What follows belongs to an exercise in optimizing a design on an open flow for small area and a short achievable clock period; a production flow would make more cautious choices. No run shown here included a check of the RTL's function; only the layout flow was run. No activity file was given, so power comes from the tool's default toggle rates.

`flow/constraint.sdc`:
```
create_clock -name core_clock -period 8.0 [get_ports {clk}]
set_input_delay 1.6000 -clock core_clock [delete_from_list [all_inputs] [get_ports {clk}]]
set_output_delay 1.6000 -clock core_clock [all_outputs]
set_load 0.01 [all_outputs]
```
`flow/design.v`:
```
module fp_multiplier (
    input         sign,
    input         clk,
    input         rst,
    input  [16:0] a,
    input  [16:0] b,
    output [17:0] out,
    output reg    overflow,
    output reg    underflow
);
  wire [17:0] xa = {sign & a[16], a};
  wire [17:0] yb = {sign & b[16], b};
  wire [8:0] neg_d, one_d, two_d;
  wire [18:0] ybz = {yb, 1'b0};
  genvar gi;
  generate for (gi = 0; gi < 9; gi = gi + 1) begin : benc
    wire y2 = ybz[2*gi+2], y1 = ybz[2*gi+1], y0 = ybz[2*gi];
    assign neg_d[gi] = y2 & ~(y1 & y0);
    assign one_d[gi] = y1 ^ y0;
    assign two_d[gi] = (y2 & ~y1 & ~y0) | (~y2 & y1 & y0);
  end endgenerate
  reg [17:0] xr;
  reg [8:0] negr, oner, twor;
  reg s1;
  always @(posedge clk) begin
    xr <= xa; negr <= neg_d; oner <= one_d; twor <= two_d; s1 <= sign;
  end
  wire pp1, pp2, pp3, pp4, pp5, pp6, pp7, pp8, pp9, pp10, pp11, pp12;
  wire pp13, pp14, pp15, pp16, pp17, pp18, pp19, pp20, pp21, pp22, pp23, pp24;
  wire pp25, pp26, pp27, pp28, pp29, pp30, pp31, pp32, pp33, pp34, pp35, pp36;
  wire pp37, pp38, pp39, pp40, pp41, pp42, pp43, pp44, pp45, pp46, pp47, pp48;
  wire pp49, pp50, pp51, pp52, pp53, pp54, pp55, pp56, pp57, pp58, pp59, pp60;
  wire pp61, pp62, pp63, pp64, pp65, pp66, pp67, pp68, pp69, pp70, pp71, pp72;
  wire pp73, pp74, pp75, pp76, pp77, pp78, pp79, pp80, pp81, pp82, pp83, pp84;
  wire pp85, pp86, pp87, pp88, pp89, pp90, pp91, pp92, pp93, pp94, pp95, pp96;
  wire pp97, pp98, pp99, pp100, pp101, pp102, pp103, pp104, pp105, pp106, pp107, pp108;
  wire pp109, pp110, pp111, pp112, pp113, pp114, pp115, pp116, pp117, pp118, pp119, pp120;
  wire pp121, pp122, pp123, pp124, pp125, pp126, pp127, pp128, pp129, pp130, pp131, pp132;
  wire pp133, pp134, pp135, pp136, pp137, pp138, pp139, pp140, pp141, pp142, pp143, pp144;
  wire pp145, pp146, pp147, pp148, pp149, pp150, pp151, pp152, pp153, pp154, pp155, pp156;
  wire pp157, pp158, pp159, pp160, pp161, pp162, pp163, pp164, pp165, pp166, pp167, pp168;
  wire pp169, pp170, s171, c172, s173, c174, s175, c176, s177, c178, s179, c180;
  wire s181, c182, s183, c184, s185, c186, s187, c188, s189, c190, s191, c192;
  wire s193, c194, s195, c196, s197, c198, s199, c200, s201, c202, s203, c204;
  wire s205, c206, s207, c208, s209, c210, s211, c212, s213, c214, s215, c216;
  wire s217, c218, s219, c220, s221, c222, s223, c224, s225, c226, s227, c228;
  wire s229, c230, s231, c232, s233, c234, s235, c236, s237, c238, s239, c240;
  wire s241, c242, s243, c244, s245, c246, s247, c248, s249, c250, s251, c252;
  wire s253, c254, s255, c256, s257, c258, s259, c260, s261, c262, s263, c264;
  wire s265, c266, s267, c268, s269, c270, s271, c272, s273, c274, s275, c276;
  wire s277, c278, s279, c280, s281, c282, s283, c284, s285, c286, s287, c288;
  wire s289, c290, s291, c292, s293, c294, s295, c296, s297, c298, s299, c300;
  wire s301, c302, s303, c304, s305, c306, s307, c308, s309, c310, s311, c312;
  wire s313, c314, s315, c316, s317, c318, s319, c320, s321, c322, s323, c324;
  wire s325, c326, s327, c328, s329, c330, s331, c332, s333, c334, s335, c336;
  wire s337, c338, s339, c340, s341, c342, s343, c344, s345, c346, s347, c348;
  wire s349, c350, s351, c352, s353, c354, s355, c356, s357, c358, s359, c360;
  wire s361, c362, s363, c364, s365, c366, s367, c368, s369, c370, s371, c372;
  wire s373, c374, s375, c376, s377, c378, s379, c380, s381, c382, s383, c384;
  wire s385, c386, s387, c388, s389, c390, s391, c392, s393, c394, s395, c396;
  wire s397, c398, s399, c400, s401, c402, s403, c404, s405, c406, s407, c408;
  wire s409, c410, s411, c412, s413, c414, s415, c416, s417, c418, s419, c420;
  wire s421, c422, s423, c424, s425, c426, s427, c428, s429, c430, s431, c432;
  wire s433, c434, s435, c436, s437, c438, s439, c440, s441, c442, s443, c444;
  wire s445, c446, s447, c448, s449, c450, s451, c452, s453, c454, s455, c456;
  wire s457, c458, lg459, lp460, lg461, lp462, lg463, lp464, lg465, lp466, lg467, lp468;
  wire lg469, lp470, lg471, lp472, lg473, lp474, lg475, lp476, lg477, lp478, lG479, lP480;
  wire lG481, lP482, lG483, lP484, lG485, lP486, lG487, lP488, lG489, lP490, lG491, lP492;
  wire lG493, lP494, lG495, lP496, lG497, lP498, lG499, lP500, lG501, lP502, lG503, lP504;
  wire lG505, lP506, lG507, lP508, hg510, hp511, hg512, hp513, hg514, hp515, hg516, hp517;
  wire hg518, hp519, hg520, hp521, hg522, hp523, hg524, hp525, hg526, hp527, hg528, hp529;
  wire hg530, hp531, hg532, hp533, hg534, hp535, hg536, hp537, hg538, hp539, hg540, hp541;
  wire hg542, hp543, hg544, hp545, hg546, hp547, hg548, hp549, hg550, hp551, hg552, hp553;
  wire hg554, hp555, hg556, hp557, hg558, hp559, hG560, hP561, hG562, hP563, hG564, hP565;
  wire hG566, hP567, hG568, hP569, hG570, hP571, hG572, hP573, hG574, hP575, hG576, hP577;
  wire hG578, hP579, hG580, hP581, hG582, hP583, hG584, hP585, hG586, hP587, hG588, hP589;
  wire hG590, hP591, hG592, hP593, hG594, hP595, hG596, hP597, hG598, hP599, hG600, hP601;
  wire hG602, hP603, hG604, hP605, hG606, hP607, hG608, hP609, hG610, hP611, hG612, hP613;
  wire hG614, hP615, hG616, hP617, hG618, hP619, hG620, hP621, hG622, hP623, hG624, hP625;
  wire hG626, hP627, hG628, hP629, hG630, hP631, hG632, hP633, hG634, hP635, hG636, hP637;
  wire hG638, hP639, hG640, hP641, hG642, hP643, hG644, hP645, hG646, hP647, hG648, hP649;
  wire hG650, hP651, hG652, hP653, hG654, hP655, hG656, hP657, hG658, hP659, hG660, hP661;
  wire hG662, hP663, hG664, hP665, hG666, hP667;
  assign pp1 = ((oner[0] & xr[0])) ^ negr[0];
  assign pp2 = ((oner[0] & xr[1]) | (twor[0] & xr[0])) ^ negr[0];
  assign pp3 = ((oner[0] & xr[2]) | (twor[0] & xr[1])) ^ negr[0];
  assign pp4 = ((oner[0] & xr[3]) | (twor[0] & xr[2])) ^ negr[0];
  assign pp5 = ((oner[0] & xr[4]) | (twor[0] & xr[3])) ^ negr[0];
  assign pp6 = ((oner[0] & xr[5]) | (twor[0] & xr[4])) ^ negr[0];
  assign pp7 = ((oner[0] & xr[6]) | (twor[0] & xr[5])) ^ negr[0];
  assign pp8 = ((oner[0] & xr[7]) | (twor[0] & xr[6])) ^ negr[0];
  assign pp9 = ((oner[0] & xr[8]) | (twor[0] & xr[7])) ^ negr[0];
  assign pp10 = ((oner[0] & xr[9]) | (twor[0] & xr[8])) ^ negr[0];
  assign pp11 = ((oner[0] & xr[10]) | (twor[0] & xr[9])) ^ negr[0];
  assign pp12 = ((oner[0] & xr[11]) | (twor[0] & xr[10])) ^ negr[0];
  assign pp13 = ((oner[0] & xr[12]) | (twor[0] & xr[11])) ^ negr[0];
  assign pp14 = ((oner[0] & xr[13]) | (twor[0] & xr[12])) ^ negr[0];
  assign pp15 = ((oner[0] & xr[14]) | (twor[0] & xr[13])) ^ negr[0];
  assign pp16 = ((oner[0] & xr[15]) | (twor[0] & xr[14])) ^ negr[0];
  assign pp17 = ((oner[0] & xr[16]) | (twor[0] & xr[15])) ^ negr[0];
  assign pp18 = ((oner[0] & xr[17]) | (twor[0] & xr[16])) ^ negr[0];
  assign pp19 = ~(((oner[0] & xr[17]) | (twor[0] & xr[17])) ^ negr[0]);
  assign pp20 = ((oner[1] & xr[0])) ^ negr[1];
  assign pp21 = ((oner[1] & xr[1]) | (twor[1] & xr[0])) ^ negr[1];
  assign pp22 = ((oner[1] & xr[2]) | (twor[1] & xr[1])) ^ negr[1];
  assign pp23 = ((oner[1] & xr[3]) | (twor[1] & xr[2])) ^ negr[1];
  assign pp24 = ((oner[1] & xr[4]) | (twor[1] & xr[3])) ^ negr[1];
  assign pp25 = ((oner[1] & xr[5]) | (twor[1] & xr[4])) ^ negr[1];
  assign pp26 = ((oner[1] & xr[6]) | (twor[1] & xr[5])) ^ negr[1];
  assign pp27 = ((oner[1] & xr[7]) | (twor[1] & xr[6])) ^ negr[1];
  assign pp28 = ((oner[1] & xr[8]) | (twor[1] & xr[7])) ^ negr[1];
  assign pp29 = ((oner[1] & xr[9]) | (twor[1] & xr[8])) ^ negr[1];
  assign pp30 = ((oner[1] & xr[10]) | (twor[1] & xr[9])) ^ negr[1];
  assign pp31 = ((oner[1] & xr[11]) | (twor[1] & xr[10])) ^ negr[1];
  assign pp32 = ((oner[1] & xr[12]) | (twor[1] & xr[11])) ^ negr[1];
  assign pp33 = ((oner[1] & xr[13]) | (twor[1] & xr[12])) ^ negr[1];
  assign pp34 = ((oner[1] & xr[14]) | (twor[1] & xr[13])) ^ negr[1];
  assign pp35 = ((oner[1] & xr[15]) | (twor[1] & xr[14])) ^ negr[1];
  assign pp36 = ((oner[1] & xr[16]) | (twor[1] & xr[15])) ^ negr[1];
  assign pp37 = ((oner[1] & xr[17]) | (twor[1] & xr[16])) ^ negr[1];
  assign pp38 = ~(((oner[1] & xr[17]) | (twor[1] & xr[17])) ^ negr[1]);
  assign pp39 = ((oner[2] & xr[0])) ^ negr[2];
  assign pp40 = ((oner[2] & xr[1]) | (twor[2] & xr[0])) ^ negr[2];
  assign pp41 = ((oner[2] & xr[2]) | (twor[2] & xr[1])) ^ negr[2];
  assign pp42 = ((oner[2] & xr[3]) | (twor[2] & xr[2])) ^ negr[2];
  assign pp43 = ((oner[2] & xr[4]) | (twor[2] & xr[3])) ^ negr[2];
  assign pp44 = ((oner[2] & xr[5]) | (twor[2] & xr[4])) ^ negr[2];
  assign pp45 = ((oner[2] & xr[6]) | (twor[2] & xr[5])) ^ negr[2];
  assign pp46 = ((oner[2] & xr[7]) | (twor[2] & xr[6])) ^ negr[2];
  assign pp47 = ((oner[2] & xr[8]) | (twor[2] & xr[7])) ^ negr[2];
  assign pp48 = ((oner[2] & xr[9]) | (twor[2] & xr[8])) ^ negr[2];
  assign pp49 = ((oner[2] & xr[10]) | (twor[2] & xr[9])) ^ negr[2];
  assign pp50 = ((oner[2] & xr[11]) | (twor[2] & xr[10])) ^ negr[2];
  assign pp51 = ((oner[2] & xr[12]) | (twor[2] & xr[11])) ^ negr[2];
  assign pp52 = ((oner[2] & xr[13]) | (twor[2] & xr[12])) ^ negr[2];
  assign pp53 = ((oner[2] & xr[14]) | (twor[2] & xr[13])) ^ negr[2];
  assign pp54 = ((oner[2] & xr[15]) | (twor[2] & xr[14])) ^ negr[2];
  assign pp55 = ((oner[2] & xr[16]) | (twor[2] & xr[15])) ^ negr[2];
  assign pp56 = ((oner[2] & xr[17]) | (twor[2] & xr[16])) ^ negr[2];
  assign pp57 = ~(((oner[2] & xr[17]) | (twor[2] & xr[17])) ^ negr[2]);
  assign pp58 = ((oner[3] & xr[0])) ^ negr[3];
  assign pp59 = ((oner[3] & xr[1]) | (twor[3] & xr[0])) ^ negr[3];
  assign pp60 = ((oner[3] & xr[2]) | (twor[3] & xr[1])) ^ negr[3];
  assign pp61 = ((oner[3] & xr[3]) | (twor[3] & xr[2])) ^ negr[3];
  assign pp62 = ((oner[3] & xr[4]) | (twor[3] & xr[3])) ^ negr[3];
  assign pp63 = ((oner[3] & xr[5]) | (twor[3] & xr[4])) ^ negr[3];
  assign pp64 = ((oner[3] & xr[6]) | (twor[3] & xr[5])) ^ negr[3];
  assign pp65 = ((oner[3] & xr[7]) | (twor[3] & xr[6])) ^ negr[3];
  assign pp66 = ((oner[3] & xr[8]) | (twor[3] & xr[7])) ^ negr[3];
  assign pp67 = ((oner[3] & xr[9]) | (twor[3] & xr[8])) ^ negr[3];
  assign pp68 = ((oner[3] & xr[10]) | (twor[3] & xr[9])) ^ negr[3];
  assign pp69 = ((oner[3] & xr[11]) | (twor[3] & xr[10])) ^ negr[3];
  assign pp70 = ((oner[3] & xr[12]) | (twor[3] & xr[11])) ^ negr[3];
  assign pp71 = ((oner[3] & xr[13]) | (twor[3] & xr[12])) ^ negr[3];
  assign pp72 = ((oner[3] & xr[14]) | (twor[3] & xr[13])) ^ negr[3];
  assign pp73 = ((oner[3] & xr[15]) | (twor[3] & xr[14])) ^ negr[3];
  assign pp74 = ((oner[3] & xr[16]) | (twor[3] & xr[15])) ^ negr[3];
  assign pp75 = ((oner[3] & xr[17]) | (twor[3] & xr[16])) ^ negr[3];
  assign pp76 = ~(((oner[3] & xr[17]) | (twor[3] & xr[17])) ^ negr[3]);
  assign pp77 = ((oner[4] & xr[0])) ^ negr[4];
  assign pp78 = ((oner[4] & xr[1]) | (twor[4] & xr[0])) ^ negr[4];
  assign pp79 = ((oner[4] & xr[2]) | (twor[4] & xr[1])) ^ negr[4];
  assign pp80 = ((oner[4] & xr[3]) | (twor[4] & xr[2])) ^ negr[4];
  assign pp81 = ((oner[4] & xr[4]) | (twor[4] & xr[3])) ^ negr[4];
  assign pp82 = ((oner[4] & xr[5]) | (twor[4] & xr[4])) ^ negr[4];
  assign pp83 = ((oner[4] & xr[6]) | (twor[4] & xr[5])) ^ negr[4];
  assign pp84 = ((oner[4] & xr[7]) | (twor[4] & xr[6])) ^ negr[4];
  assign pp85 = ((oner[4] & xr[8]) | (twor[4] & xr[7])) ^ negr[4];
  assign pp86 = ((oner[4] & xr[9]) | (twor[4] & xr[8])) ^ negr[4];
  assign pp87 = ((oner[4] & xr[10]) | (twor[4] & xr[9])) ^ negr[4];
  assign pp88 = ((oner[4] & xr[11]) | (twor[4] & xr[10])) ^ negr[4];
  assign pp89 = ((oner[4] & xr[12]) | (twor[4] & xr[11])) ^ negr[4];
  assign pp90 = ((oner[4] & xr[13]) | (twor[4] & xr[12])) ^ negr[4];
  assign pp91 = ((oner[4] & xr[14]) | (twor[4] & xr[13])) ^ negr[4];
  assign pp92 = ((oner[4] & xr[15]) | (twor[4] & xr[14])) ^ negr[4];
  assign pp93 = ((oner[4] & xr[16]) | (twor[4] & xr[15])) ^ negr[4];
  assign pp94 = ((oner[4] & xr[17]) | (twor[4] & xr[16])) ^ negr[4];
  assign pp95 = ~(((oner[4] & xr[17]) | (twor[4] & xr[17])) ^ negr[4]);
  assign pp96 = ((oner[5] & xr[0])) ^ negr[5];
  assign pp97 = ((oner[5] & xr[1]) | (twor[5] & xr[0])) ^ negr[5];
  assign pp98 = ((oner[5] & xr[2]) | (twor[5] & xr[1])) ^ negr[5];
  assign pp99 = ((oner[5] & xr[3]) | (twor[5] & xr[2])) ^ negr[5];
  assign pp100 = ((oner[5] & xr[4]) | (twor[5] & xr[3])) ^ negr[5];
  assign pp101 = ((oner[5] & xr[5]) | (twor[5] & xr[4])) ^ negr[5];
  assign pp102 = ((oner[5] & xr[6]) | (twor[5] & xr[5])) ^ negr[5];
  assign pp103 = ((oner[5] & xr[7]) | (twor[5] & xr[6])) ^ negr[5];
  assign pp104 = ((oner[5] & xr[8]) | (twor[5] & xr[7])) ^ negr[5];
  assign pp105 = ((oner[5] & xr[9]) | (twor[5] & xr[8])) ^ negr[5];
  assign pp106 = ((oner[5] & xr[10]) | (twor[5] & xr[9])) ^ negr[5];
  assign pp107 = ((oner[5] & xr[11]) | (twor[5] & xr[10])) ^ negr[5];
  assign pp108 = ((oner[5] & xr[12]) | (twor[5] & xr[11])) ^ negr[5];
  assign pp109 = ((oner[5] & xr[13]) | (twor[5] & xr[12])) ^ negr[5];
  assign pp110 = ((oner[5] & xr[14]) | (twor[5] & xr[13])) ^ negr[5];
  assign pp111 = ((oner[5] & xr[15]) | (twor[5] & xr[14])) ^ negr[5];
  assign pp112 = ((oner[5] & xr[16]) | (twor[5] & xr[15])) ^ negr[5];
  assign pp113 = ((oner[5] & xr[17]) | (twor[5] & xr[16])) ^ negr[5];
  assign pp114 = ~(((oner[5] & xr[17]) | (twor[5] & xr[17])) ^ negr[5]);
  assign pp115 = ((oner[6] & xr[0])) ^ negr[6];
  assign pp116 = ((oner[6] & xr[1]) | (twor[6] & xr[0])) ^ negr[6];
  assign pp117 = ((oner[6] & xr[2]) | (twor[6] & xr[1])) ^ negr[6];
  assign pp118 = ((oner[6] & xr[3]) | (twor[6] & xr[2])) ^ negr[6];
  assign pp119 = ((oner[6] & xr[4]) | (twor[6] & xr[3])) ^ negr[6];
  assign pp120 = ((oner[6] & xr[5]) | (twor[6] & xr[4])) ^ negr[6];
  assign pp121 = ((oner[6] & xr[6]) | (twor[6] & xr[5])) ^ negr[6];
  assign pp122 = ((oner[6] & xr[7]) | (twor[6] & xr[6])) ^ negr[6];
  assign pp123 = ((oner[6] & xr[8]) | (twor[6] & xr[7])) ^ negr[6];
  assign pp124 = ((oner[6] & xr[9]) | (twor[6] & xr[8])) ^ negr[6];
  assign pp125 = ((oner[6] & xr[10]) | (twor[6] & xr[9])) ^ negr[6];
  assign pp126 = ((oner[6] & xr[11]) | (twor[6] & xr[10])) ^ negr[6];
  assign pp127 = ((oner[6] & xr[12]) | (twor[6] & xr[11])) ^ negr[6];
  assign pp128 = ((oner[6] & xr[13]) | (twor[6] & xr[12])) ^ negr[6];
  assign pp129 = ((oner[6] & xr[14]) | (twor[6] & xr[13])) ^ negr[6];
  assign pp130 = ((oner[6] & xr[15]) | (twor[6] & xr[14])) ^ negr[6];
  assign pp131 = ((oner[6] & xr[16]) | (twor[6] & xr[15])) ^ negr[6];
  assign pp132 = ((oner[6] & xr[17]) | (twor[6] & xr[16])) ^ negr[6];
  assign pp133 = ~(((oner[6] & xr[17]) | (twor[6] & xr[17])) ^ negr[6]);
  assign pp134 = ((oner[7] & xr[0])) ^ negr[7];
  assign pp135 = ((oner[7] & xr[1]) | (twor[7] & xr[0])) ^ negr[7];
  assign pp136 = ((oner[7] & xr[2]) | (twor[7] & xr[1])) ^ negr[7];
  assign pp137 = ((oner[7] & xr[3]) | (twor[7] & xr[2])) ^ negr[7];
  assign pp138 = ((oner[7] & xr[4]) | (twor[7] & xr[3])) ^ negr[7];
  assign pp139 = ((oner[7] & xr[5]) | (twor[7] & xr[4])) ^ negr[7];
  assign pp140 = ((oner[7] & xr[6]) | (twor[7] & xr[5])) ^ negr[7];
  assign pp141 = ((oner[7] & xr[7]) | (twor[7] & xr[6])) ^ negr[7];
  assign pp142 = ((oner[7] & xr[8]) | (twor[7] & xr[7])) ^ negr[7];
  assign pp143 = ((oner[7] & xr[9]) | (twor[7] & xr[8])) ^ negr[7];
  assign pp144 = ((oner[7] & xr[10]) | (twor[7] & xr[9])) ^ negr[7];
  assign pp145 = ((oner[7] & xr[11]) | (twor[7] & xr[10])) ^ negr[7];
  assign pp146 = ((oner[7] & xr[12]) | (twor[7] & xr[11])) ^ negr[7];
  assign pp147 = ((oner[7] & xr[13]) | (twor[7] & xr[12])) ^ negr[7];
  assign pp148 = ((oner[7] & xr[14]) | (twor[7] & xr[13])) ^ negr[7];
  assign pp149 = ((oner[7] & xr[15]) | (twor[7] & xr[14])) ^ negr[7];
  assign pp150 = ((oner[7] & xr[16]) | (twor[7] & xr[15])) ^ negr[7];
  assign pp151 = ((oner[7] & xr[17]) | (twor[7] & xr[16])) ^ negr[7];
  assign pp152 = ~(((oner[7] & xr[17]) | (twor[7] & xr[17])) ^ negr[7]);
  assign pp153 = ((oner[8] & xr[0])) ^ negr[8];
  assign pp154 = ((oner[8] & xr[1]) | (twor[8] & xr[0])) ^ negr[8];
  assign pp155 = ((oner[8] & xr[2]) | (twor[8] & xr[1])) ^ negr[8];
  assign pp156 = ((oner[8] & xr[3]) | (twor[8] & xr[2])) ^ negr[8];
  assign pp157 = ((oner[8] & xr[4]) | (twor[8] & xr[3])) ^ negr[8];
  assign pp158 = ((oner[8] & xr[5]) | (twor[8] & xr[4])) ^ negr[8];
  assign pp159 = ((oner[8] & xr[6]) | (twor[8] & xr[5])) ^ negr[8];
  assign pp160 = ((oner[8] & xr[7]) | (twor[8] & xr[6])) ^ negr[8];
  assign pp161 = ((oner[8] & xr[8]) | (twor[8] & xr[7])) ^ negr[8];
  assign pp162 = ((oner[8] & xr[9]) | (twor[8] & xr[8])) ^ negr[8];
  assign pp163 = ((oner[8] & xr[10]) | (twor[8] & xr[9])) ^ negr[8];
  assign pp164 = ((oner[8] & xr[11]) | (twor[8] & xr[10])) ^ negr[8];
  assign pp165 = ((oner[8] & xr[12]) | (twor[8] & xr[11])) ^ negr[8];
  assign pp166 = ((oner[8] & xr[13]) | (twor[8] & xr[12])) ^ negr[8];
  assign pp167 = ((oner[8] & xr[14]) | (twor[8] & xr[13])) ^ negr[8];
  assign pp168 = ((oner[8] & xr[15]) | (twor[8] & xr[14])) ^ negr[8];
  assign pp169 = ((oner[8] & xr[16]) | (twor[8] & xr[15])) ^ negr[8];
  assign pp170 = ((oner[8] & xr[17]) | (twor[8] & xr[16])) ^ negr[8];
  fp_ha u_s171 (.a(negr[8]), .b(pp17), .s(s171), .co(c172));
  fp_ha u_s173 (.a(pp18), .b(pp35), .s(s173), .co(c174));
  fp_fa u_s175 (.a(1'b1), .b(pp19), .c(pp36), .s(s175), .co(c176));
  fp_ha u_s177 (.a(1'b1), .b(pp37), .s(s177), .co(c178));
  fp_ha u_s179 (.a(negr[5]), .b(pp11), .s(s179), .co(c180));
  fp_ha u_s181 (.a(pp12), .b(pp29), .s(s181), .co(c182));
  fp_fa u_s183 (.a(negr[6]), .b(pp13), .c(pp30), .s(s183), .co(c184));
  fp_ha u_s185 (.a(pp47), .b(pp64), .s(s185), .co(c186));
  fp_fa u_s187 (.a(pp14), .b(pp31), .c(pp48), .s(s187), .co(c188));
  fp_ha u_s189 (.a(pp65), .b(pp82), .s(s189), .co(c190));
  fp_fa u_s191 (.a(negr[7]), .b(pp15), .c(pp32), .s(s191), .co(c192));
  fp_fa u_s193 (.a(pp49), .b(pp66), .c(pp83), .s(s193), .co(c194));
  fp_ha u_s195 (.a(pp100), .b(pp117), .s(s195), .co(c196));
  fp_fa u_s197 (.a(pp16), .b(pp33), .c(pp50), .s(s197), .co(c198));
  fp_fa u_s199 (.a(pp67), .b(pp84), .c(pp101), .s(s199), .co(c200));
  fp_ha u_s201 (.a(pp118), .b(pp135), .s(s201), .co(c202));
  fp_fa u_s203 (.a(pp34), .b(pp51), .c(pp68), .s(s203), .co(c204));
  fp_fa u_s205 (.a(pp85), .b(pp102), .c(pp119), .s(s205), .co(c206));
  fp_fa u_s207 (.a(pp136), .b(pp153), .c(s171), .s(s207), .co(c208));
  fp_fa u_s209 (.a(pp52), .b(pp69), .c(pp86), .s(s209), .co(c210));
  fp_fa u_s211 (.a(pp103), .b(pp120), .c(pp137), .s(s211), .co(c212));
  fp_fa u_s213 (.a(pp154), .b(c172), .c(s173), .s(s213), .co(c214));
  fp_fa u_s215 (.a(pp53), .b(pp70), .c(pp87), .s(s215), .co(c216));
  fp_fa u_s217 (.a(pp104), .b(pp121), .c(pp138), .s(s217), .co(c218));
  fp_fa u_s219 (.a(pp155), .b(c174), .c(s175), .s(s219), .co(c220));
  fp_fa u_s221 (.a(pp54), .b(pp71), .c(pp88), .s(s221), .co(c222));
  fp_fa u_s223 (.a(pp105), .b(pp122), .c(pp139), .s(s223), .co(c224));
  fp_fa u_s225 (.a(pp156), .b(s177), .c(c176), .s(s225), .co(c226));
  fp_fa u_s227 (.a(pp38), .b(pp55), .c(pp72), .s(s227), .co(c228));
  fp_fa u_s229 (.a(pp89), .b(pp106), .c(pp123), .s(s229), .co(c230));
  fp_fa u_s231 (.a(pp140), .b(pp157), .c(c178), .s(s231), .co(c232));
  fp_fa u_s233 (.a(1'b1), .b(pp56), .c(pp73), .s(s233), .co(c234));
  fp_fa u_s235 (.a(pp90), .b(pp107), .c(pp124), .s(s235), .co(c236));
  fp_ha u_s237 (.a(pp141), .b(pp158), .s(s237), .co(c238));
  fp_fa u_s239 (.a(pp57), .b(pp74), .c(pp91), .s(s239), .co(c240));
  fp_fa u_s241 (.a(pp108), .b(pp125), .c(pp142), .s(s241), .co(c242));
  fp_fa u_s243 (.a(1'b1), .b(pp75), .c(pp92), .s(s243), .co(c244));
  fp_ha u_s245 (.a(pp109), .b(pp126), .s(s245), .co(c246));
  fp_fa u_s247 (.a(pp76), .b(pp93), .c(pp110), .s(s247), .co(c248));
  fp_ha u_s249 (.a(1'b1), .b(pp94), .s(s249), .co(c250));
  fp_ha u_s251 (.a(negr[3]), .b(pp7), .s(s251), .co(c252));
  fp_ha u_s253 (.a(pp8), .b(pp25), .s(s253), .co(c254));
  fp_fa u_s255 (.a(negr[4]), .b(pp9), .c(pp26), .s(s255), .co(c256));
  fp_ha u_s257 (.a(pp43), .b(pp60), .s(s257), .co(c258));
  fp_fa u_s259 (.a(pp10), .b(pp27), .c(pp44), .s(s259), .co(c260));
  fp_ha u_s261 (.a(pp61), .b(pp78), .s(s261), .co(c262));
  fp_fa u_s263 (.a(pp28), .b(pp45), .c(pp62), .s(s263), .co(c264));
  fp_fa u_s265 (.a(pp79), .b(pp96), .c(s179), .s(s265), .co(c266));
  fp_fa u_s267 (.a(pp46), .b(pp63), .c(pp80), .s(s267), .co(c268));
  fp_fa u_s269 (.a(pp97), .b(c180), .c(s181), .s(s269), .co(c270));
  fp_fa u_s271 (.a(pp81), .b(pp98), .c(pp115), .s(s271), .co(c272));
  fp_fa u_s273 (.a(c182), .b(s185), .c(s183), .s(s273), .co(c274));
  fp_fa u_s275 (.a(pp99), .b(pp116), .c(c186), .s(s275), .co(c276));
  fp_fa u_s277 (.a(s189), .b(c184), .c(s187), .s(s277), .co(c278));
  fp_fa u_s279 (.a(pp134), .b(c190), .c(s195), .s(s279), .co(c280));
  fp_fa u_s281 (.a(c188), .b(s191), .c(s193), .s(s281), .co(c282));
  fp_fa u_s283 (.a(c196), .b(s201), .c(c192), .s(s283), .co(c284));
  fp_fa u_s285 (.a(c194), .b(s197), .c(s199), .s(s285), .co(c286));
  fp_fa u_s287 (.a(c202), .b(c198), .c(c200), .s(s287), .co(c288));
  fp_fa u_s289 (.a(s203), .b(s205), .c(s207), .s(s289), .co(c290));
  fp_fa u_s291 (.a(c204), .b(c206), .c(s209), .s(s291), .co(c292));
  fp_fa u_s293 (.a(s211), .b(c208), .c(s213), .s(s293), .co(c294));
  fp_fa u_s295 (.a(c210), .b(c212), .c(s215), .s(s295), .co(c296));
  fp_fa u_s297 (.a(s217), .b(c214), .c(s219), .s(s297), .co(c298));
  fp_fa u_s299 (.a(c216), .b(c218), .c(s221), .s(s299), .co(c300));
  fp_fa u_s301 (.a(s223), .b(c220), .c(s225), .s(s301), .co(c302));
  fp_fa u_s303 (.a(c222), .b(c224), .c(s227), .s(s303), .co(c304));
  fp_fa u_s305 (.a(s229), .b(s231), .c(c226), .s(s305), .co(c306));
  fp_fa u_s307 (.a(s237), .b(c228), .c(c230), .s(s307), .co(c308));
  fp_fa u_s309 (.a(s233), .b(s235), .c(c232), .s(s309), .co(c310));
  fp_fa u_s311 (.a(pp159), .b(c238), .c(c234), .s(s311), .co(c312));
  fp_fa u_s313 (.a(c236), .b(s239), .c(s241), .s(s313), .co(c314));
  fp_fa u_s315 (.a(pp143), .b(pp160), .c(s245), .s(s315), .co(c316));
  fp_fa u_s317 (.a(c240), .b(c242), .c(s243), .s(s317), .co(c318));
  fp_fa u_s319 (.a(pp127), .b(pp144), .c(pp161), .s(s319), .co(c320));
  fp_fa u_s321 (.a(c246), .b(c244), .c(s247), .s(s321), .co(c322));
  fp_fa u_s323 (.a(pp111), .b(pp128), .c(pp145), .s(s323), .co(c324));
  fp_fa u_s325 (.a(pp162), .b(s249), .c(c248), .s(s325), .co(c326));
  fp_fa u_s327 (.a(pp95), .b(pp112), .c(pp129), .s(s327), .co(c328));
  fp_fa u_s329 (.a(pp146), .b(pp163), .c(c250), .s(s329), .co(c330));
  fp_fa u_s331 (.a(1'b1), .b(pp113), .c(pp130), .s(s331), .co(c332));
  fp_ha u_s333 (.a(pp147), .b(pp164), .s(s333), .co(c334));
  fp_fa u_s335 (.a(pp114), .b(pp131), .c(pp148), .s(s335), .co(c336));
  fp_ha u_s337 (.a(1'b1), .b(pp132), .s(s337), .co(c338));
  fp_ha u_s339 (.a(negr[2]), .b(pp5), .s(s339), .co(c340));
  fp_ha u_s341 (.a(pp6), .b(pp23), .s(s341), .co(c342));
  fp_fa u_s343 (.a(pp24), .b(pp41), .c(pp58), .s(s343), .co(c344));
  fp_fa u_s345 (.a(pp42), .b(pp59), .c(c252), .s(s345), .co(c346));
  fp_fa u_s347 (.a(pp77), .b(c254), .c(s257), .s(s347), .co(c348));
  fp_fa u_s349 (.a(c258), .b(s261), .c(c256), .s(s349), .co(c350));
  fp_fa u_s351 (.a(c262), .b(c260), .c(s263), .s(s351), .co(c352));
  fp_fa u_s353 (.a(c264), .b(s267), .c(c266), .s(s353), .co(c354));
  fp_fa u_s355 (.a(c268), .b(s271), .c(c270), .s(s355), .co(c356));
  fp_fa u_s357 (.a(c272), .b(s275), .c(c274), .s(s357), .co(c358));
  fp_fa u_s359 (.a(c276), .b(s279), .c(c278), .s(s359), .co(c360));
  fp_fa u_s361 (.a(c280), .b(c282), .c(s283), .s(s361), .co(c362));
  fp_fa u_s363 (.a(c284), .b(c286), .c(s287), .s(s363), .co(c364));
  fp_fa u_s365 (.a(c288), .b(s291), .c(c290), .s(s365), .co(c366));
  fp_fa u_s367 (.a(c292), .b(s295), .c(c294), .s(s367), .co(c368));
  fp_fa u_s369 (.a(c296), .b(s299), .c(c298), .s(s369), .co(c370));
  fp_fa u_s371 (.a(c300), .b(s303), .c(s305), .s(s371), .co(c372));
  fp_fa u_s373 (.a(c304), .b(s307), .c(s309), .s(s373), .co(c374));
  fp_fa u_s375 (.a(c308), .b(s311), .c(s313), .s(s375), .co(c376));
  fp_fa u_s377 (.a(s315), .b(c312), .c(c314), .s(s377), .co(c378));
  fp_fa u_s379 (.a(s319), .b(c316), .c(c318), .s(s379), .co(c380));
  fp_fa u_s381 (.a(c320), .b(s323), .c(c322), .s(s381), .co(c382));
  fp_fa u_s383 (.a(c324), .b(s327), .c(s329), .s(s383), .co(c384));
  fp_fa u_s385 (.a(s333), .b(c328), .c(s331), .s(s385), .co(c386));
  fp_fa u_s387 (.a(pp165), .b(c334), .c(c332), .s(s387), .co(c388));
  fp_fa u_s389 (.a(pp149), .b(pp166), .c(s337), .s(s389), .co(c390));
  fp_fa u_s391 (.a(pp133), .b(pp150), .c(pp167), .s(s391), .co(c392));
  fp_ha u_s393 (.a(1'b1), .b(pp151), .s(s393), .co(c394));
  fp_ha u_s395 (.a(negr[1]), .b(pp3), .s(s395), .co(c396));
  fp_ha u_s397 (.a(pp4), .b(pp21), .s(s397), .co(c398));
  fp_fa u_s399 (.a(pp22), .b(pp39), .c(s339), .s(s399), .co(c400));
  fp_fa u_s401 (.a(pp40), .b(c340), .c(s341), .s(s401), .co(c402));
  fp_fa u_s403 (.a(c342), .b(s251), .c(s343), .s(s403), .co(c404));
  fp_fa u_s405 (.a(s253), .b(c344), .c(s345), .s(s405), .co(c406));
  fp_fa u_s407 (.a(s255), .b(c346), .c(s347), .s(s407), .co(c408));
  fp_fa u_s409 (.a(s259), .b(c348), .c(s349), .s(s409), .co(c410));
  fp_fa u_s411 (.a(s265), .b(c350), .c(s351), .s(s411), .co(c412));
  fp_fa u_s413 (.a(s269), .b(c352), .c(s353), .s(s413), .co(c414));
  fp_fa u_s415 (.a(s273), .b(c354), .c(s355), .s(s415), .co(c416));
  fp_fa u_s417 (.a(s277), .b(c356), .c(s357), .s(s417), .co(c418));
  fp_fa u_s419 (.a(s281), .b(c358), .c(s359), .s(s419), .co(c420));
  fp_fa u_s421 (.a(s285), .b(c360), .c(s361), .s(s421), .co(c422));
  fp_fa u_s423 (.a(s289), .b(c362), .c(s363), .s(s423), .co(c424));
  fp_fa u_s425 (.a(s293), .b(c364), .c(s365), .s(s425), .co(c426));
  fp_fa u_s427 (.a(s297), .b(c366), .c(s367), .s(s427), .co(c428));
  fp_fa u_s429 (.a(s301), .b(c368), .c(s369), .s(s429), .co(c430));
  fp_fa u_s431 (.a(c302), .b(s371), .c(c370), .s(s431), .co(c432));
  fp_fa u_s433 (.a(c306), .b(s373), .c(c372), .s(s433), .co(c434));
  fp_fa u_s435 (.a(c310), .b(s375), .c(c374), .s(s435), .co(c436));
  fp_fa u_s437 (.a(s317), .b(c376), .c(s377), .s(s437), .co(c438));
  fp_fa u_s439 (.a(s321), .b(c378), .c(s379), .s(s439), .co(c440));
  fp_fa u_s441 (.a(s325), .b(c380), .c(s381), .s(s441), .co(c442));
  fp_fa u_s443 (.a(c326), .b(s383), .c(c382), .s(s443), .co(c444));
  fp_fa u_s445 (.a(c330), .b(s385), .c(c384), .s(s445), .co(c446));
  fp_fa u_s447 (.a(s335), .b(c386), .c(s387), .s(s447), .co(c448));
  fp_fa u_s449 (.a(c336), .b(s389), .c(c388), .s(s449), .co(c450));
  fp_fa u_s451 (.a(c338), .b(s391), .c(c390), .s(s451), .co(c452));
  fp_fa u_s453 (.a(pp168), .b(s393), .c(c392), .s(s453), .co(c454));
  fp_fa u_s455 (.a(pp152), .b(pp169), .c(c394), .s(s455), .co(c456));
  fp_ha u_s457 (.a(1'b1), .b(pp170), .s(s457), .co(c458));
  assign lg459 = (negr[0] & pp1);
  assign lp460 = (negr[0] ^ pp1);
  assign lg461 = (pp2 & 1'b0);
  assign lp462 = (pp2 ^ 1'b0);
  assign lg463 = (s395 & pp20);
  assign lp464 = (s395 ^ pp20);
  assign lg465 = (c396 & s397);
  assign lp466 = (c396 ^ s397);
  assign lg467 = (c398 & s399);
  assign lp468 = (c398 ^ s399);
  assign lg469 = (c400 & s401);
  assign lp470 = (c400 ^ s401);
  assign lg471 = (c402 & s403);
  assign lp472 = (c402 ^ s403);
  assign lg473 = (c404 & s405);
  assign lp474 = (c404 ^ s405);
  assign lg475 = (c406 & s407);
  assign lp476 = (c406 ^ s407);
  assign lg477 = (c408 & s409);
  assign lp478 = (c408 ^ s409);
  assign lG479 = lg461 | (lp462 & lg459);
  assign lP480 = lp462 & lp460;
  assign lG481 = lg465 | (lp466 & lg463);
  assign lP482 = lp466 & lp464;
  assign lG483 = lg469 | (lp470 & lg467);
  assign lP484 = lp470 & lp468;
  assign lG485 = lg473 | (lp474 & lg471);
  assign lP486 = lp474 & lp472;
  assign lG487 = lg477 | (lp478 & lg475);
  assign lP488 = lp478 & lp476;
  assign lG489 = lg463 | (lp464 & lG479);
  assign lP490 = lp464 & lP480;
  assign lG491 = lG481 | (lP482 & lG479);
  assign lP492 = lP482 & lP480;
  assign lG493 = lg471 | (lp472 & lG483);
  assign lP494 = lp472 & lP484;
  assign lG495 = lG485 | (lP486 & lG483);
  assign lP496 = lP486 & lP484;
  assign lG497 = lg467 | (lp468 & lG491);
  assign lP498 = lp468 & lP492;
  assign lG499 = lG483 | (lP484 & lG491);
  assign lP500 = lP484 & lP492;
  assign lG501 = lG493 | (lP494 & lG491);
  assign lP502 = lP494 & lP492;
  assign lG503 = lG495 | (lP496 & lG491);
  assign lP504 = lP496 & lP492;
  assign lG505 = lg475 | (lp476 & lG503);
  assign lP506 = lp476 & lP504;
  assign lG507 = lG487 | (lP488 & lG503);
  assign lP508 = lP488 & lP504;
  wire [9:0] plow = {(lp478 ^ lG505), (lp476 ^ lG503), (lp474 ^ lG501), (lp472 ^ lG499), (lp470 ^ lG497), (lp468 ^ lG491), (lp466 ^ lG489), (lp464 ^ lG479), (lp462 ^ lg459), lp460};
  wire ck_w = lG507;
  wire [23:0] ha_w = {c456, c454, c452, c450, c448, c446, c444, c442, c440, c438, c436, c434, c432, c430, c428, c426, c424, c422, c420, c418, c416, c414, c412, c410};
  wire [23:0] hb_w = {s457, s455, s453, s451, s449, s447, s445, s443, s441, s439, s437, s435, s433, s431, s429, s427, s425, s423, s421, s419, s417, s415, s413, s411};
  reg [23:0] ra, rb;
  reg lor, land, ck, s2, rst_d;
  always @(posedge clk) begin
    ra <= ha_w; rb <= hb_w; s2 <= s1; rst_d <= rst;
    lor <= |plow; land <= &plow; ck <= ck_w;
  end
  assign hg510 = (ck & ck);
  assign hp511 = (ck ^ ck);
  assign hg512 = (ra[0] & rb[0]);
  assign hp513 = (ra[0] ^ rb[0]);
  assign hg514 = (ra[1] & rb[1]);
  assign hp515 = (ra[1] ^ rb[1]);
  assign hg516 = (ra[2] & rb[2]);
  assign hp517 = (ra[2] ^ rb[2]);
  assign hg518 = (ra[3] & rb[3]);
  assign hp519 = (ra[3] ^ rb[3]);
  assign hg520 = (ra[4] & rb[4]);
  assign hp521 = (ra[4] ^ rb[4]);
  assign hg522 = (ra[5] & rb[5]);
  assign hp523 = (ra[5] ^ rb[5]);
  assign hg524 = (ra[6] & rb[6]);
  assign hp525 = (ra[6] ^ rb[6]);
  assign hg526 = (ra[7] & rb[7]);
  assign hp527 = (ra[7] ^ rb[7]);
  assign hg528 = (ra[8] & rb[8]);
  assign hp529 = (ra[8] ^ rb[8]);
  assign hg530 = (ra[9] & rb[9]);
  assign hp531 = (ra[9] ^ rb[9]);
  assign hg532 = (ra[10] & rb[10]);
  assign hp533 = (ra[10] ^ rb[10]);
  assign hg534 = (ra[11] & rb[11]);
  assign hp535 = (ra[11] ^ rb[11]);
  assign hg536 = (ra[12] & rb[12]);
  assign hp537 = (ra[12] ^ rb[12]);
  assign hg538 = (ra[13] & rb[13]);
  assign hp539 = (ra[13] ^ rb[13]);
  assign hg540 = (ra[14] & rb[14]);
  assign hp541 = (ra[14] ^ rb[14]);
  assign hg542 = (ra[15] & rb[15]);
  assign hp543 = (ra[15] ^ rb[15]);
  assign hg544 = (ra[16] & rb[16]);
  assign hp545 = (ra[16] ^ rb[16]);
  assign hg546 = (ra[17] & rb[17]);
  assign hp547 = (ra[17] ^ rb[17]);
  assign hg548 = (ra[18] & rb[18]);
  assign hp549 = (ra[18] ^ rb[18]);
  assign hg550 = (ra[19] & rb[19]);
  assign hp551 = (ra[19] ^ rb[19]);
  assign hg552 = (ra[20] & rb[20]);
  assign hp553 = (ra[20] ^ rb[20]);
  assign hg554 = (ra[21] & rb[21]);
  assign hp555 = (ra[21] ^ rb[21]);
  assign hg556 = (ra[22] & rb[22]);
  assign hp557 = (ra[22] ^ rb[22]);
  assign hg558 = (ra[23] & rb[23]);
  assign hp559 = (ra[23] ^ rb[23]);
  assign hG560 = hg512 | (hp513 & hg510);
  assign hP561 = hp513 & hp511;
  assign hG562 = hg516 | (hp517 & hg514);
  assign hP563 = hp517 & hp515;
  assign hG564 = hg520 | (hp521 & hg518);
  assign hP565 = hp521 & hp519;
  assign hG566 = hg524 | (hp525 & hg522);
  assign hP567 = hp525 & hp523;
  assign hG568 = hg528 | (hp529 & hg526);
  assign hP569 = hp529 & hp527;
  assign hG570 = hg532 | (hp533 & hg530);
  assign hP571 = hp533 & hp531;
  assign hG572 = hg536 | (hp537 & hg534);
  assign hP573 = hp537 & hp535;
  assign hG574 = hg540 | (hp541 & hg538);
  assign hP575 = hp541 & hp539;
  assign hG576 = hg544 | (hp545 & hg542);
  assign hP577 = hp545 & hp543;
  assign hG578 = hg548 | (hp549 & hg546);
  assign hP579 = hp549 & hp547;
  assign hG580 = hg552 | (hp553 & hg550);
  assign hP581 = hp553 & hp551;
  assign hG582 = hg556 | (hp557 & hg554);
  assign hP583 = hp557 & hp555;
  assign hG584 = hg514 | (hp515 & hG560);
  assign hP585 = hp515 & hP561;
  assign hG586 = hG562 | (hP563 & hG560);
  assign hP587 = hP563 & hP561;
  assign hG588 = hg522 | (hp523 & hG564);
  assign hP589 = hp523 & hP565;
  assign hG590 = hG566 | (hP567 & hG564);
  assign hP591 = hP567 & hP565;
  assign hG592 = hg530 | (hp531 & hG568);
  assign hP593 = hp531 & hP569;
  assign hG594 = hG570 | (hP571 & hG568);
  assign hP595 = hP571 & hP569;
  assign hG596 = hg538 | (hp539 & hG572);
  assign hP597 = hp539 & hP573;
  assign hG598 = hG574 | (hP575 & hG572);
  assign hP599 = hP575 & hP573;
  assign hG600 = hg546 | (hp547 & hG576);
  assign hP601 = hp547 & hP577;
  assign hG602 = hG578 | (hP579 & hG576);
  assign hP603 = hP579 & hP577;
  assign hG604 = hg554 | (hp555 & hG580);
  assign hP605 = hp555 & hP581;
  assign hG606 = hG582 | (hP583 & hG580);
  assign hP607 = hP583 & hP581;
  assign hG608 = hg518 | (hp519 & hG586);
  assign hP609 = hp519 & hP587;
  assign hG610 = hG564 | (hP565 & hG586);
  assign hP611 = hP565 & hP587;
  assign hG612 = hG588 | (hP589 & hG586);
  assign hP613 = hP589 & hP587;
  assign hG614 = hG590 | (hP591 & hG586);
  assign hP615 = hP591 & hP587;
  assign hG616 = hg534 | (hp535 & hG594);
  assign hP617 = hp535 & hP595;
  assign hG618 = hG572 | (hP573 & hG594);
  assign hP619 = hP573 & hP595;
  assign hG620 = hG596 | (hP597 & hG594);
  assign hP621 = hP597 & hP595;
  assign hG622 = hG598 | (hP599 & hG594);
  assign hP623 = hP599 & hP595;
  assign hG624 = hg550 | (hp551 & hG602);
  assign hP625 = hp551 & hP603;
  assign hG626 = hG580 | (hP581 & hG602);
  assign hP627 = hP581 & hP603;
  assign hG628 = hG604 | (hP605 & hG602);
  assign hP629 = hP605 & hP603;
  assign hG630 = hG606 | (hP607 & hG602);
  assign hP631 = hP607 & hP603;
  assign hG632 = hg526 | (hp527 & hG614);
  assign hP633 = hp527 & hP615;
  assign hG634 = hG568 | (hP569 & hG614);
  assign hP635 = hP569 & hP615;
  assign hG636 = hG592 | (hP593 & hG614);
  assign hP637 = hP593 & hP615;
  assign hG638 = hG594 | (hP595 & hG614);
  assign hP639 = hP595 & hP615;
  assign hG640 = hG616 | (hP617 & hG614);
  assign hP641 = hP617 & hP615;
  assign hG642 = hG618 | (hP619 & hG614);
  assign hP643 = hP619 & hP615;
  assign hG644 = hG620 | (hP621 & hG614);
  assign hP645 = hP621 & hP615;
  assign hG646 = hG622 | (hP623 & hG614);
  assign hP647 = hP623 & hP615;
  assign hG648 = hg558 | (hp559 & hG630);
  assign hP649 = hp559 & hP631;
  assign hG650 = hg542 | (hp543 & hG646);
  assign hP651 = hp543 & hP647;
  assign hG652 = hG576 | (hP577 & hG646);
  assign hP653 = hP577 & hP647;
  assign hG654 = hG600 | (hP601 & hG646);
  assign hP655 = hP601 & hP647;
  assign hG656 = hG602 | (hP603 & hG646);
  assign hP657 = hP603 & hP647;
  assign hG658 = hG624 | (hP625 & hG646);
  assign hP659 = hP625 & hP647;
  assign hG660 = hG626 | (hP627 & hG646);
  assign hP661 = hP627 & hP647;
  assign hG662 = hG628 | (hP629 & hG646);
  assign hP663 = hP629 & hP647;
  assign hG664 = hG630 | (hP631 & hG646);
  assign hP665 = hP631 & hP647;
  assign hG666 = hG648 | (hP649 & hG646);
  assign hP667 = hP649 & hP647;
  wire [33:10] ph = {(hp559 ^ hG664), (hp557 ^ hG662), (hp555 ^ hG660), (hp553 ^ hG658), (hp551 ^ hG656), (hp549 ^ hG654), (hp547 ^ hG652), (hp545 ^ hG650), (hp543 ^ hG646), (hp541 ^ hG644), (hp539 ^ hG642), (hp537 ^ hG640), (hp535 ^ hG638), (hp533 ^ hG636), (hp531 ^ hG634), (hp529 ^ hG632), (hp527 ^ hG614), (hp525 ^ hG612), (hp523 ^ hG610), (hp521 ^ hG608), (hp519 ^ hG586), (hp517 ^ hG584), (hp515 ^ hG560), (hp513 ^ hg510)};
  wire neg = s2 & ph[33];
  wire ovf_w = neg ? ~&ph[33:25] : |ph[33:24];
  wire unf_w = neg ? ~(&ph[15:10] & land) : (|ph[15:10] | lor);
  wire clr = rst | rst_d;
  reg [17:0] out_r;
  always @(posedge clk) begin
    out_r     <= clr ? 18'd0 : ph[31:14];
    overflow  <= clr ? 1'b0 : ovf_w;
    underflow <= clr ? 1'b0 : unf_w;
  end
  assign out = out_r;
endmodule
module fp_fa (input a, input b, input c, output s, output co);
  assign s = a ^ b ^ c;
  assign co = (a & b) | (c & (a ^ b));
endmodule
module fp_ha (input a, input b, output s, output co);
  assign s = a ^ b;
  assign co = a & b;
endmodule
```
`flow/run.sh`:
```
#!/bin/bash
# synth_recipe.tcl (not shown) runs the flow's synth.tcl, then flattens the netlist and writes it again
# the make line also repeats each setting of config.mk as NAME=value (left out here)
make -C /OpenROAD-flow-scripts/flow DESIGN_CONFIG=/design/flow/config.mk WORK_HOME=/design/flow/orfs CLKGATE_MAP_FILE= SYNTH_SCRIPT=/design/flow/synth_recipe.tcl finish
```
`flow/config.mk`:
```
export PLATFORM = sky130hd
export DESIGN_NAME = fp_multiplier
export DESIGN_NICKNAME = fp_multiplier
export VERILOG_FILES = /design/flow/design.v
export SDC_FILE = /design/flow/constraint.sdc
export NUM_CORES = 4
export LEC_CHECK = 0
export CAP_MARGIN = 20
export CORE_MARGIN = 2
export CORE_UTILIZATION = 40
export SLEW_MARGIN = 20
export SYNTH_HIERARCHICAL = 1
```
==> results of run 1 <==
==> synth_stat cells, types with 6 or more instances <==
master / n
ha_1: 63
dfxtp_1: 119
a22oi_1: 153
and2_1: 6
nand2_1: 21
nor2b_1: 10
buf_1: 14
o21ai_0: 17
nand3_1: 7
xnor2_1: 175
a21oi_1: 16
xor2_1: 15
nand3b_1: 8
nand4_1: 7
nor2_1: 27
inv_1: 14
a21o_1: 10
clkbuf_1: 78
nand2b_1: 8
fa_1: 128
nor3_1: 6
==> per-layer routing <==
metal	up-vias	routed length, µm
met5	-	0
met4	0	303
met3	28	1830
met2	281	10700
met1	3450	11300
li1	3262	-
==> critical path: cells and delay by family, from the launching register on <==
kind | cells | cell delay, ps
AND/OR/NAND/NOR | 3 | 650
AO/OA/AOI/OAI | 2 | 450
flip-flops | 1 | 800
buffers and inverters | 1 | 60
XOR/XNOR | 1 | 180
adder cells (fa/ha/maj) | 5 | 1970
==> modules after synthesis (local to each module, per instance) <==
module / times used / cells / area, µm² / flops+latches
fp_multiplier: 1 / 800 / 7340 / 119
fp_fa: 120 / 1 / 20.0 / 0
fp_ha: 24 / 1 / 12.5 / 0
==> layout make-up <==
type	count	share of cell area [%]
multi-input combinational	726	64.3
tap	324	3.58
clock buffer	17	3.75
timing repair buffer	63	5.41
sequential	119	21.0
inverter	14	0.463
clock inverter	15	1.52
==> power breakdown <==
group	internal [mW]	switching, mW	total [mW]
sequential	0.802	0.139	0.941
clock	0.447	0.337	0.784
combinational	1.15	1.32	2.46
==> path summary, 6_finish.rpt <==
path / from / endpoint / slack, ps / cells past startpoint
setup / recovery: xr[5] / land / 3790 / 12
hold / removal: s1 / s2 / 330 / 0
hold reg to reg: s1 / s2 / 330 / 0
setup reg to reg: xr[5] / land / 3790 / 12
==> registers in the layout, indices dropped and copies added, names as in the netlist <==
register   flops
rst_d          1
negr           9
overflow       1
s2             1
underflow      1
rb            24
oner           9
twor           9
xr            18
land           1
ra            24
s1             1
lor            1
out_r         18
ck             1
==> logic make-up after synthesis <==
group / after synthesis
AO/OA/AOI/OAI: 223
XOR/XNOR: 190
adder cells (fa/ha/maj): 191
buffers and inverters: 107
flip-flops: 119
other: 1
AND/OR/NAND/NOR: 113
==> metrics by stage <==
step	hold WS [ps]	instance area (µm²)	total power, mW	util (%)
floorplan	310	10100	2.74	-
global placement	317	10700	3.38	43.9
detailed placement	320	10700	3.42	43.9
CTS	334	11300	4.24	46.4
global route	345	11300	4.62	46.4
finish	333	11300	4.19	46.4
==> flow_metrics.py, run 1 <==
metrics = {
    "pwr": {
        "power_density_mw_per_mm2": 370,
        "vdd_ir_drop_max_uv": 175,
        "p_leak_nw": 4.30,
    },
    "yosys": {
        "synth_top_cell_area_share_pct": 25.5,
        "synthTopCellsByArea": "fa_1 26%, dfxtp_1 24%, xnor2_1 15%",
        "yosys.area.top_type": "fa_1",
        "ys.flop_type": "dfxtp_1",
        "ys_async_sr_fraction_pct": 0,
        "synth_xor_area_share_pct": 16.6,
        "ys_types": 49,
        "synth_area_mm2": 0.0100,
        "postSynthAreaPerCell_um2": 10.6,
        "synthAdderAreaFrac_pct": 33.4,
        "synthSimpleGateAreaFrac_pct": 5.99,
        "syn_inst": 944,
        "yosys_register_bits": 119,
        "synth_compound_area_share_pct": 16.3,
        "synth_warnings": 7,
        "ys_seq_area_share_pct": 23.7,
        "synth_top_family_by_area": "adder cells",
        "synthMuxAreaShare_pct": 0,
        "synth_edf_count": 0,
    },
    "clock_tree": {
        "cts_resized": 0,
        "cts.path.max_buffers": 2,
        "clk_pin_slew_ps": 60,
        "cts_sinks": 119,
        "cts_setup_buffers": 0,
        "htree_levels": 4,
        "cts_hold_buf": 0,
        "cts_root_buffer": "clkbuf_16",
        "clock_latency_ps": 430,
        "cts_tree": "done",
        "numCtsBuffers": 17,
    },
    "timing": {
        "skew_ps": 11.9,
        "period_share_pct": 52.6,
        "relSlewSlack_pct": 30.3,
        "fin_crit_ps": 4210,
        "worst_pin_slew_ps": 1040,
        "max_freq_mhz": 238,
        "tns_ps": 0,
        "setup_viol": 0,
        "fin_ws_ps": 3790,
        "rsz0062_at_grt": "false",
        "hold_viol_final": 0,
        "slew_viol_final": 0,
    },
    "grt": {
        "grt_pass1_wl_mm": 39.2,
        "grt_usage_pct": 19.2,
        "grt_pass1_vias": 7113,
        "grtUsageMet3_pct": 3.95,
        "use_met2_pct": 29.5,
        "overflow": 0,
        "top_usage_layer": "met2",
        "grt_max_degree": 21,
        "met1_usage_pct": 27.6,
        "antenna_found_initial": 0,
    },
    "die": {
        "die-width_um": 162,
        "num_rows": 57,
        "die_area_mm2": 0.0264,
        "core_area_mm2": 0.0245,
        "die_h_um": 162,
        "initial_utilization_pct": 41.1,
        "pin_count": 57,
    },
    "layout": {
        "final_common_cell": "xnor2_1",
        "drive_above_1_share_pct": 5.03,
        "area_growth_syn_to_layout_pct": 12.9,
        "final_cell_mix": "175 x xnor2_1, 153 x a22oi_1, 128 x fa_1",
        "final-seq-area_mm2": 0.00238,
        "multi_input_area_mm2": 0.00729,
        "antenna_cells": 0,
        "nets": 1169,
        "fin_cells": 1278,
        "num-fill-cells": 2302,
    },
    "detailed_routing": {
        "avgViaCountPerCell": 5.49,
        "route.detailed.drc": 0,
        "wl_mm": 24.2,
        "first_pass_iters": 5,
        "postRouteAntennaNets": 0,
        "routedWlPerCell_um": 18.9,
        "vias": 7021,
        "drtIter0Drc": 570,
    },
    "placed_design": {
        "dp_slack_ps": 3860,
        "io_buffers": 56,
        "place_inst": 1246,
        "gp_congestion": 0.844,
        "dp_hpwl_mm": 17.9,
    },
    "outcome": {
        "status": "finished clean",
    },
    "critical_path": {
        "end_kind": "flop",
        "path_cells": "a22oi_1 -> xnor2_1 -> ha_1 -> fa_1 -> fa_1 -> ha_1 -> inv_1 -> o21ba_2 -> fa_1 -> nor4bb_1 -> nand3_1 -> nor4_1",
        "path_max_fanout": 18,
        "crit_arrival_ps": 4540,
        "crit_slowest_cell": "dfxtp_1",
        "cpMostUsedCell": "fa_1",
        "start_kind": "flop",
        "crit_type": "reg2reg",
        "crit_required_ps": 8330,
        "cp_slowest_stage_delay_ps": 800,
    },
    "worst_hold_path": {
        "hp-class": "reg2reg",
    },
    "run": {
        "drv_cap": 0,
    },
}
==> inputs of run 2 (changes only) <==
--- a/flow/config.mk
+++ b/flow/config.mk
@@ -10,2 +10,3 @@
 export CORE_UTILIZATION = 40
+export SETUP_SLACK_MARGIN = 5
 export SLEW_MARGIN = 20
==> run 2 against run 1 <==
Flip-flop and latch count stayed put. Largest cell class unchanged. Still clean. First-iteration DRC count is 0.18% higher. Highest routed layer unchanged. Total power grew 3.3%. Register-to-register slack better by 590 ps. Critical path depth is the same. Clock power is 3.1% lower. Clock skew decreased by 4.1 ps. Global-route usage barely moved. Sequential power fell by 2%. Combinational power increased by 8%. Core utilization grew 3.6 points. Worst hold slack better by 8.1 ps.
==> flow_metrics.py, run 2 <==
metrics = {
    "yosys": {
        "ys_types": 49,
        "postSynthAreaPerCell_um2": 10.6,
        "synth_edf_count": 0,
        "synth_warnings": 7,
        "yosys.area.top_type": "fa_1",
        "synth_commonest_cells": "175 x xnor2_1, 153 x a22oi_1, 128 x fa_1, 119 x dfxtp_1, 78 x clkbuf_1",
        "syn_inst": 944,
        "ys.flop_type": "dfxtp_1",
        "ys_seq_area_share_pct": 23.7,
        "synthTopCellsByArea": "fa_1 26%, dfxtp_1 24%, xnor2_1 15%",
        "ys_async_sr_fraction_pct": 0,
        "yosys_register_bits": 119,
        "synth_area_mm2": 0.0100,
        "yosys.cell_count.top_type": "xnor2_1",
        "synth_top_cell_area_share_pct": 25.5,
    },
    "critical_path": {
        "crit_arrival_ps": 3960,
        "path_max_fanout": 4,
        "worst-path-buf-inv": 1,
        "start_kind": "flop",
        "cp_slowest_stage_delay_ps": 490,
        "crit_required_ps": 8340,
        "crit_type": "reg2reg",
        "cpMostUsedCell": "fa_1",
        "path_delay_family": "adder cells",
        "path_cells": "a22oi_2 -> xnor2_1 -> ha_2 -> fa_1 -> fa_1 -> ha_4 -> inv_1 -> o21ba_2 -> fa_1 -> nor4bb_1 -> nand3_1 -> nor4_2",
        "crit_slowest_cell": "fa_1",
        "end_kind": "flop",
    },
    "clock_tree": {
        "cts_hold_buf": 0,
        "cts_sinks": 119,
        "cts.path.max_buffers": 2,
        "numCtsBuffers": 17,
        "cts_root_buffer": "clkbuf_16",
        "htree_levels": 4,
        "clk_pin_slew_ps": 60,
        "cts_tree": "done",
        "clock_latency_ps": 420,
    },
    "timing": {
        "hold_viol_final": 0,
        "tns_ps": 0,
        "relSlewSlack_pct": 55.0,
        "slew_viol_final": 0,
        "skew_ps": 7.82,
        "max_freq_mhz": 276,
        "period_share_pct": 45.3,
        "fin_crit_ps": 3620,
        "worst_pin_slew_ps": 666,
        "rsz0062_at_grt": "true",
        "setup_viol": 0,
    },
    "detailed_routing": {
        "postRouteAntennaNets": 0,
        "route.detailed.drc": 0,
        "vias": 7217,
        "wl_mm": 25.1,
        "routedWlPerCell_um": 18.9,
        "avgViaCountPerCell": 5.43,
        "drtIter0Drc": 571,
        "first_pass_iters": 5,
    },
    "layout": {
        "antenna_cells": 0,
        "final-seq-area_mm2": 0.00251,
        "final_common_cell": "xnor2_1",
        "top_regs": "ra: 24 flops, rb: 24 flops",
        "multi_input_area_mm2": 0.00758,
        "nets": 1219,
        "num-fill-cells": 2157,
        "final_cell_mix": "165 x xnor2_1, 133 x a22oi_1, 99 x fa_1",
        "drive_above_1_share_pct": 20.3,
        "final_area_mm2": 0.0122,
        "area_growth_syn_to_layout_pct": 21.7,
    },
    "placed_design": {
        "gp_congestion": 0.857,
        "placedInstanceArea_mm2": 0.0108,
        "io_buffers": 56,
        "dp_hpwl_mm": 17.5,
    },
    "worst_hold_path": {
        "hp-class": "reg2reg",
    },
    "pwr": {
        "p_leak_nw": 4.63,
        "vdd_ir_drop_max_uv": 147,
        "power_density_mw_per_mm2": 354,
    },
    "grt": {
        "grt_pass1_wl_mm": 39.2,
        "overflow": 0,
        "grt_max_degree": 21,
        "grt_usage_pct": 19.2,
        "antenna_found_initial": 0,
        "grt_pass1_vias": 6996,
    },
    "die": {
        "die-width_um": 162,
        "pin_count": 57,
        "initial_utilization_pct": 41.1,
        "die_h_um": 162,
        "core_area_mm2": 0.0245,
        "die_area_mm2": 0.0264,
        "num_rows": 57,
    },
    "outcome": {
        "status": "finished clean",
    },
    "run": {
        "drv_cap": 0,
    },
}
[run 2: final cells by class]
cell class,count,share of cell area (%)
multi-input cells,726,62.0
flip-flops and latches,119,20.6
repair buffers,113,8.90
clock buffers,17,3.48
well taps,324,3.32
clock inverters,15,1.28
inverters,14,0.430
[run 2: path summary, 6_finish.rpt]
kind         endpoint  depth (start not counted)  slack (ps)  startpoint
max              land                         12        4380       xr[5]
min                s2                          0         340          s1
max reg2reg      land                         12        4380       xr[5]
min reg2reg        s2                          0         340          s1
[run 2: power by group]
group | internal (mW) | switching (mW)
combinational | 1.26 | 1.39
sequential | 0.801 | 0.123
clock | 0.441 | 0.320
total | 2.50 | 1.83
[run 2: cells by family (layout without fill, tap and decap cells)]
logic type / after synthesis / count (layout) / share of synthesized area (%)
other: 1 / 9 / 0.0373
adders and majority gates: 191 / 191 / 33.4
AOI/OAI and AO/OA: 223 / 223 / 16.3
and+or+nand+nor: 113 / 113 / 5.99
xor gates and xnor gates: 190 / 190 / 16.6
DFF: 119 / 119 / 23.7
buffers and inverters: 107 / 159 / 4.01
[run 2: repair_timing]
item / in CTS / in global routing
pin swaps: 19 / 30
buffers inserted: 30 / 17
setup endpoints to repair: 34 / 25
cloned: 0 / 1
resized for setup: 95 / 58
[run 2: Yosys stat by module (local to each module, per instance)]
module,flops+latches,times used
fp_ha,0,24
fp_fa,0,120
fp_multiplier,119,1
[run 2: worst reg2reg max path, cell delays in order (launching register included)]
cell      delay, ps
dfxtp_4         360
a22oi_2         220
xnor2_1         160
ha_2            210
fa_1            420
fa_1            490
ha_4            290
inv_1            40
o21ba_2         220
fa_1            450
nor4bb_1        320
nand3_1         130
nor4_2          230
[run 2: metrics by stage]
step,setup WS (ps),util (%),hold WS [ps],cells,power (mW)
2_1_floorplan,4430,-,310,952,2.77
3_3_place_gp,3870,44.1,315,1248,3.39
3_5_place_dp,3850,44.1,336,1248,3.43
4_1_cts,4460,48.4,348,1310,4.25
5_1_grt,4260,50.0,358,1328,4.74
6_report,4380,50.0,341,1328,4.33
[run 2: metal layers]
layer  GRT usage, %  vias up  wire (µm)
li1               -     3364          -
met1           27.7     3553      11400
met2           29.7      278      11500
met3           3.79       22       1870
met4           5.03        0        327
met5              0        -          0

## re-timing with driven ports
The flow's constraints put no driver on any port. The routed layouts listed below were extracted and timed again, unchanged, in two steps.
Step 1: set_driving_cell puts a clkbuf_16 on clk and a buf_2 on each other input, an assumption about the parent block.
Step 2 times the ports against the registers' clock, not the clock port: input delays grow and output delays shrink by t, the midpoint of the rising clock arrivals with the driver on.
a / b / c = ideal / step 1 / step 2; a / b = the first two.
| run | shift t [ns] | setup WS [ns] | worst register clock-pin slew, ns | pins driven straight from the clock port |
|---|---|---|---|---|
| run 1 | 0.469 | 3.792 / 3.792 / 3.792 | 0.07 / 0.07 | 1 |
| run 2 | 0.467 | 4.379 / 4.379 / 4.379 | 0.06 / 0.06 | 1 |
After both steps setup and hold are still met in every run listed.
